Context: an optimization exercise on an open-source flow, tuned for small area. The choices shown serve that exercise and are no tape-out recipe.
Only simulation tests tie the RTL to the original design; equivalence was not proved.

== wip/fjord ==
## fir
module fir (
    input        clk,
    input        rst_n,
    input        load_sw,
    input  [7:0] data_in,
    input  [7:0] coff_in,
    output [7:0] data_out
);
reg [7:0] coff [0:15];    
reg [7:0] smp  [0:15];    
integer i;
wire [7:0] cd0;
hold u_h0_0 (.l(load_sw), .q(coff[0][0]), .n(coff[1][0]), .d(cd0[0]));
hold u_h0_1 (.l(load_sw), .q(coff[0][1]), .n(coff[1][1]), .d(cd0[1]));
hold u_h0_2 (.l(load_sw), .q(coff[0][2]), .n(coff[1][2]), .d(cd0[2]));
hold u_h0_3 (.l(load_sw), .q(coff[0][3]), .n(coff[1][3]), .d(cd0[3]));
hold u_h0_4 (.l(load_sw), .q(coff[0][4]), .n(coff[1][4]), .d(cd0[4]));
hold u_h0_5 (.l(load_sw), .q(coff[0][5]), .n(coff[1][5]), .d(cd0[5]));
hold u_h0_6 (.l(load_sw), .q(coff[0][6]), .n(coff[1][6]), .d(cd0[6]));
hold u_h0_7 (.l(load_sw), .q(coff[0][7]), .n(coff[1][7]), .d(cd0[7]));
wire [7:0] cd1;
hold u_h1_0 (.l(load_sw), .q(coff[1][0]), .n(coff[2][0]), .d(cd1[0]));
hold u_h1_1 (.l(load_sw), .q(coff[1][1]), .n(coff[2][1]), .d(cd1[1]));
hold u_h1_2 (.l(load_sw), .q(coff[1][2]), .n(coff[2][2]), .d(cd1[2]));
hold u_h1_3 (.l(load_sw), .q(coff[1][3]), .n(coff[2][3]), .d(cd1[3]));
hold u_h1_4 (.l(load_sw), .q(coff[1][4]), .n(coff[2][4]), .d(cd1[4]));
hold u_h1_5 (.l(load_sw), .q(coff[1][5]), .n(coff[2][5]), .d(cd1[5]));
hold u_h1_6 (.l(load_sw), .q(coff[1][6]), .n(coff[2][6]), .d(cd1[6]));
hold u_h1_7 (.l(load_sw), .q(coff[1][7]), .n(coff[2][7]), .d(cd1[7]));
wire [7:0] cd2;
hold u_h2_0 (.l(load_sw), .q(coff[2][0]), .n(coff[3][0]), .d(cd2[0]));
hold u_h2_1 (.l(load_sw), .q(coff[2][1]), .n(coff[3][1]), .d(cd2[1]));
  ...
==> flow/config.mk <==
export PLATFORM = sky130hd
export DESIGN_NAME = fir
export DESIGN_NICKNAME = fir
export VERILOG_FILES = /design/flow/design.v
export SDC_FILE = /design/flow/constraint.sdc
export NUM_CORES = 4
export LEC_CHECK = 0
export ABC_AREA = 1
export CAP_MARGIN = 20
export CORE_MARGIN = 2
export CORE_UTILIZATION = 40
export CTS_CLUSTER_DIAMETER = 100
export CTS_CLUSTER_SIZE = 16
export GPL_TIMING_DRIVEN = 0
export SLEW_MARGIN = 20
export SYNTH_HIERARCHICAL = 1
==> flow/constraint.sdc <==
create_clock -name core_clock -period 7.0 [get_ports {clk}]
set_input_delay 1.4000 -clock core_clock [delete_from_list [all_inputs] [get_ports {clk}]]
set_output_delay 1.4000 -clock core_clock [all_outputs]
set_load 0.01 [all_outputs]
standard.sh (not shown) runs the stock make flow with config.mk's settings and CLKGATE_MAP_FILE= SYNTH_SCRIPT=/design/flow/synth_recipe.tcl, a recipe that flattens the netlist after the stock synthesis.
==> flow/flow/run.sh <==
#!/bin/bash
# Own layout flow: the standard flow (standard.sh) unchanged, except that
# synthesis maps the RTL helper modules onto single cells (cells_map.v):
# sel3 -> a222oi (y = ~(a1&b1 | a2&b2 | a3&b3)), hold -> mux2, dec -> nor2b/and2,
# which ABC does not find on its own.  Registers, their names and cell types are those
# of the standard synthesis.
set -euo pipefail
W=$(pwd)

# synthesis script: synth_recipe.tcl with one techmap step inserted right
# after ORFS's synthesis (while the hierarchy is still kept)
awk -v map="$W/flow/cells_map.v" -v top="$FLOW_TOP" '
  { print }
  /^source .*synth\.tcl/ { print "techmap -map " map " " top; n++ }
  END { if (n != 1) exit 1 }' synth_recipe.tcl > own_synth.tcl

# standard.sh with that synthesis script
sed "s#SYNTH_SCRIPT=[^ ]*synth_recipe.tcl#SYNTH_SCRIPT=$W/own_synth.tcl#" standard.sh > own_standard.sh
grep -q "SYNTH_SCRIPT=$W/own_synth.tcl" own_standard.sh

bash own_standard.sh synth > synth.log 2>&1
grep -q a222oi orfs/results/*/fir/base/1_2_yosys.v
# port buffers: the smallest buffer instead of ORFS's pick (clkdlybuf4s50_1)
# clock tree: ORFS's own CTS arguments (sink clustering from CTS_CLUSTER_SIZE
# and CTS_CLUSTER_DIAMETER in config.mk) without CTS's dummy balancing loads
CTS="-sink_clustering_enable -repair_clock_nets -sink_clustering_size 16 -sink_clustering_max_diameter 100 -dont_use_dummy_load"
bash own_standard.sh "BUFFER_PORTS_ARGS=-buffer_cell sky130_fd_sc_hd__buf_1" "CTS_ARGS=$CTS" finish > layout.log 2>&1
test -s out/final.def
==> flow/flow/cells_map.v <==
// Map the RTL's small helper modules onto single sky130 cells.

// y = ~((a1 & b1) | (a2 & b2) | (a3 & b3))
(* techmap_celltype = "sel3" *)
module _sel3_to_a222oi (a1, b1, a2, b2, a3, b3, y);
  input a1, b1, a2, b2, a3, b3;
  output y;
  sky130_fd_sc_hd__a222oi_1 _TECHMAP_REPLACE_ (
    .A1(a1), .A2(b1), .B1(a2), .B2(b2), .C1(a3), .C2(b3), .Y(y));
endmodule

// d = l ? q : n
(* techmap_celltype = "hold" *)
module _hold_to_mux2 (l, q, n, d);
  input l, q, n;
  output d;
  sky130_fd_sc_hd__mux2_1 _TECHMAP_REPLACE_ (.A0(n), .A1(q), .S(l), .X(d));
endmodule

// sa = xa & ~xb, sb = ~xa & xb, sab = xa & xb
(* techmap_celltype = "dec" *)
module _dec_to_cells (xa, xb, sa, sb, sab);
  input xa, xb;
  output sa, sb, sab;
  sky130_fd_sc_hd__nor2b_1 a (.A(xb), .B_N(xa), .Y(sa));
  sky130_fd_sc_hd__nor2b_1 b (.A(xa), .B_N(xb), .Y(sb));
  sky130_fd_sc_hd__and2_1 ab (.A(xa), .B(xb), .X(sab));
endmodule
Setup changes, wip/fjord to wip/onyx
- swapping 16 for 28 in CTS_CLUSTER_SIZE
--- a/flow/flow/run.sh
+++ b/flow/flow/run.sh
@@ -22,7 +22,4 @@
 grep -q a222oi orfs/results/*/fir/base/1_2_yosys.v
 # port buffers: the smallest buffer instead of ORFS's pick (clkdlybuf4s50_1)
-# clock tree: ORFS's own CTS arguments (sink clustering from CTS_CLUSTER_SIZE
-# and CTS_CLUSTER_DIAMETER in config.mk) without CTS's dummy balancing loads
-CTS="-sink_clustering_enable -repair_clock_nets -sink_clustering_size 16 -sink_clustering_max_diameter 100 -dont_use_dummy_load"
-bash own_standard.sh "BUFFER_PORTS_ARGS=-buffer_cell sky130_fd_sc_hd__buf_1" "CTS_ARGS=$CTS" finish > layout.log 2>&1
+bash own_standard.sh "BUFFER_PORTS_ARGS=-buffer_cell sky130_fd_sc_hd__buf_1" finish > layout.log 2>&1
 test -s out/final.def
### Flow results
Of wip/onyx and wip/fjord, it is wip/onyx that has the lower clock-buffer cell count. Diff wip/fjord..wip/onyx | post-layout utilization of the core | negligible. Comparing wip/fjord with wip/onyx, the detailed-route via count came out essentially unchanged.
Input changes introduced in wip/pepper (baseline for comparison: wip/onyx):
- a change of SLEW_MARGIN from 20 to 10
- a change of CTS_CLUSTER_SIZE from 28 to 16
- a change of CAP_MARGIN from 20 to 10
--- a/flow/flow/run.sh
+++ b/flow/flow/run.sh
@@ -22,4 +22,7 @@
 grep -q a222oi orfs/results/*/fir/base/1_2_yosys.v
 # port buffers: the smallest buffer instead of ORFS's pick (clkdlybuf4s50_1)
-bash own_standard.sh "BUFFER_PORTS_ARGS=-buffer_cell sky130_fd_sc_hd__buf_1" finish > layout.log 2>&1
+# clock tree: ORFS's own CTS arguments (sink clustering from CTS_CLUSTER_SIZE
+# and CTS_CLUSTER_DIAMETER in config.mk) without CTS's dummy balancing loads
+CTS="-sink_clustering_enable -repair_clock_nets -sink_clustering_size 16 -sink_clustering_max_diameter 100 -dont_use_dummy_load"
+bash own_standard.sh "BUFFER_PORTS_ARGS=-buffer_cell sky130_fd_sc_hd__buf_1" "CTS_ARGS=$CTS" finish > layout.log 2>&1
 test -s out/final.def
Findings:
Summary of wip/pepper over wip/onyx: number of global-route vias before repair comparable, minimum setup slack in the final design now larger. Going from wip/onyx to wip/pepper, routed wire length grows by 350 um. Status: design area parity (wip/onyx, wip/pepper).
Changes in wip/harbor relative to wip/pepper:
- CAP_MARGIN now 20, was 10
- SLEW_MARGIN now 20, was 10
--- a/flow/flow/run.sh
+++ b/flow/flow/run.sh
@@ -22,7 +22,4 @@
 grep -q a222oi orfs/results/*/fir/base/1_2_yosys.v
 # port buffers: the smallest buffer instead of ORFS's pick (clkdlybuf4s50_1)
-# clock tree: ORFS's own CTS arguments (sink clustering from CTS_CLUSTER_SIZE
-# and CTS_CLUSTER_DIAMETER in config.mk) without CTS's dummy balancing loads
-CTS="-sink_clustering_enable -repair_clock_nets -sink_clustering_size 16 -sink_clustering_max_diameter 100 -dont_use_dummy_load"
-bash own_standard.sh "BUFFER_PORTS_ARGS=-buffer_cell sky130_fd_sc_hd__buf_1" "CTS_ARGS=$CTS" finish > layout.log 2>&1
+bash own_standard.sh "BUFFER_PORTS_ARGS=-buffer_cell sky130_fd_sc_hd__buf_1" finish > layout.log 2>&1
 test -s out/final.def
--- outcome ---
- wip/harbor did not stop at any stage, and its layout met the timing, design-rule and antenna checks.
- Measured against each other, wip/harbor and wip/pepper differ in final clock period utilization by the worst path, the higher figure coming from wip/harbor.
- Comparing wip/harbor and wip/pepper, routed length on met1 is higher on wip/pepper.
- wip/harbor against wip/pepper: post-route non-filler standard cell count saw an increase, clock-buffer cell count saw an increase, maximum clock frequency saw a decrease, area added between synthesis and finish saw an increase.
- [diff] worst setup slack, wip/harbor relative to wip/pepper: regression


Starting RTL as in the previous note.
// fir
module fir (
    input        clk,
    input        rst_n,
    input        load_sw,
    input  [7:0] data_in,
    input  [7:0] coff_in,
    output [7:0] data_out
);
export LEC_CHECK = 0
export ABC_AREA = 1
export CAP_MARGIN = 20
export CORE_MARGIN = 2
export CORE_UTILIZATION = 40
export GPL_TIMING_DRIVEN = 0
export SLEW_MARGIN = 20
export SYNTH_HIERARCHICAL = 1
create_clock -name core_clock -period 7.0 [get_ports {clk}]
==> flow/flow/run.sh <==
#!/bin/bash
# Own layout flow: the standard flow (standard.sh) unchanged, except that
# synthesis maps the RTL helper modules onto single cells (cells_map.v):
# sel3 -> a222oi (y = ~(a1&b1 | a2&b2 | a3&b3)), hold -> mux2, dec -> nor2b/and2,
# which ABC does not find on its own.  Registers, their names and cell types are those
# of the standard synthesis.
set -euo pipefail
W=$(pwd)

# synthesis script: synth_recipe.tcl with one techmap step inserted right
# after ORFS's synthesis (while the hierarchy is still kept)
awk -v map="$W/flow/cells_map.v" -v top="$FLOW_TOP" '
  { print }
  /^source .*synth\.tcl/ { print "techmap -map " map " " top; n++ }
  END { if (n != 1) exit 1 }' synth_recipe.tcl > own_synth.tcl

# standard.sh with that synthesis script
sed "s#SYNTH_SCRIPT=[^ ]*synth_recipe.tcl#SYNTH_SCRIPT=$W/own_synth.tcl#" standard.sh > own_standard.sh
grep -q "SYNTH_SCRIPT=$W/own_synth.tcl" own_standard.sh

bash own_standard.sh synth > synth.log 2>&1
grep -q a222oi orfs/results/*/fir/base/1_2_yosys.v
# port buffers: the smallest buffer instead of ORFS's pick (clkdlybuf4s50_1)
bash own_standard.sh "BUFFER_PORTS_ARGS=-buffer_cell sky130_fd_sc_hd__buf_1" finish > layout.log 2>&1
test -s out/final.def
Scripts as last shown in full above: flow/flow/cells_map.v
The baseline completed without violations.
Next try:
--- a/flow/config.mk
+++ b/flow/config.mk
@@ -11,2 +11,4 @@
 export CORE_UTILIZATION = 40
+export CTS_CLUSTER_DIAMETER = 100
+export CTS_CLUSTER_SIZE = 22
 export GPL_TIMING_DRIVEN = 0
Outcome: The new run went through all stages and came out clean; sequential cell count is unchanged; area after synthesis does not change; sequential share of layout area came out higher by 0.51 points.
Next try:
--- a/flow/flow/run.sh
+++ b/flow/flow/run.sh
@@ -23,3 +23,6 @@
 # port buffers: the smallest buffer instead of ORFS's pick (clkdlybuf4s50_1)
-bash own_standard.sh "BUFFER_PORTS_ARGS=-buffer_cell sky130_fd_sc_hd__buf_1" finish > layout.log 2>&1
+# clock tree: ORFS's own CTS arguments (sink clustering from CTS_CLUSTER_SIZE
+# and CTS_CLUSTER_DIAMETER in config.mk) without CTS's dummy balancing loads
+CTS="-sink_clustering_enable -repair_clock_nets -sink_clustering_size 26 -sink_clustering_max_diameter 100 -dont_use_dummy_load"
+bash own_standard.sh "BUFFER_PORTS_ARGS=-buffer_cell sky130_fd_sc_hd__buf_1" "CTS_ARGS=$CTS" finish > layout.log 2>&1
 test -s out/final.def
--- a/flow/config.mk
+++ b/flow/config.mk
@@ -12,3 +12,3 @@
 export CTS_CLUSTER_DIAMETER = 100
-export CTS_CLUSTER_SIZE = 22
+export CTS_CLUSTER_SIZE = 26
 export GPL_TIMING_DRIVEN = 0
The new run ran to the end with no violations.
Cell area is lower by about 0.9%.
Fmax is lower by about 0.4%.

## afterwards: timing with drivers on the ports
No port has a modelled driver above. Below, the same layouts with a new extraction and two added sets of constraints. Step 1 assumes that a clkbuf_16 drives the clock port and a buf_2 every other input. Step 2, shift: input delay + t, output delay - t, t = (earliest + latest rising clock arrival at the registers) / 2. This alone moves slack from input paths to output paths. Slacks: ideal ports / drivers / drivers and shift; pairs: ideal ports / drivers.
| run | t, ns | setup slack, ns | worst setup path at the end | latest minus earliest clock arrival (ns) |
|---|---|---|---|---|
| wip/fjord | 0.657 | 0.337 / 0.337 / 0.337 | register to register | 0.045 / 0.045 |
| wip/onyx | 0.639 | 0.228 / 0.228 / 0.228 | register to register | 0.029 / 0.029 |
| wip/pepper | 0.651 | 0.307 / 0.307 / 0.307 | register to register | 0.045 / 0.045 |
| wip/harbor | 0.675 | 0.285 / 0.285 / 0.285 | register to register | 0.018 / 0.017 |
| the first run of note 2 | 0.642 | 0.381 / 0.381 / 0.381 | register to register | 0.032 / 0.032 |
| the second run of note 2 | 0.657 | 0.302 / 0.302 / 0.302 | register to register | 0.022 / 0.023 |
| the third run of note 2 | 0.621 | 0.275 / 0.275 / 0.275 | register to register | 0.076 / 0.075 |
After both steps setup and hold are still met in every run listed.
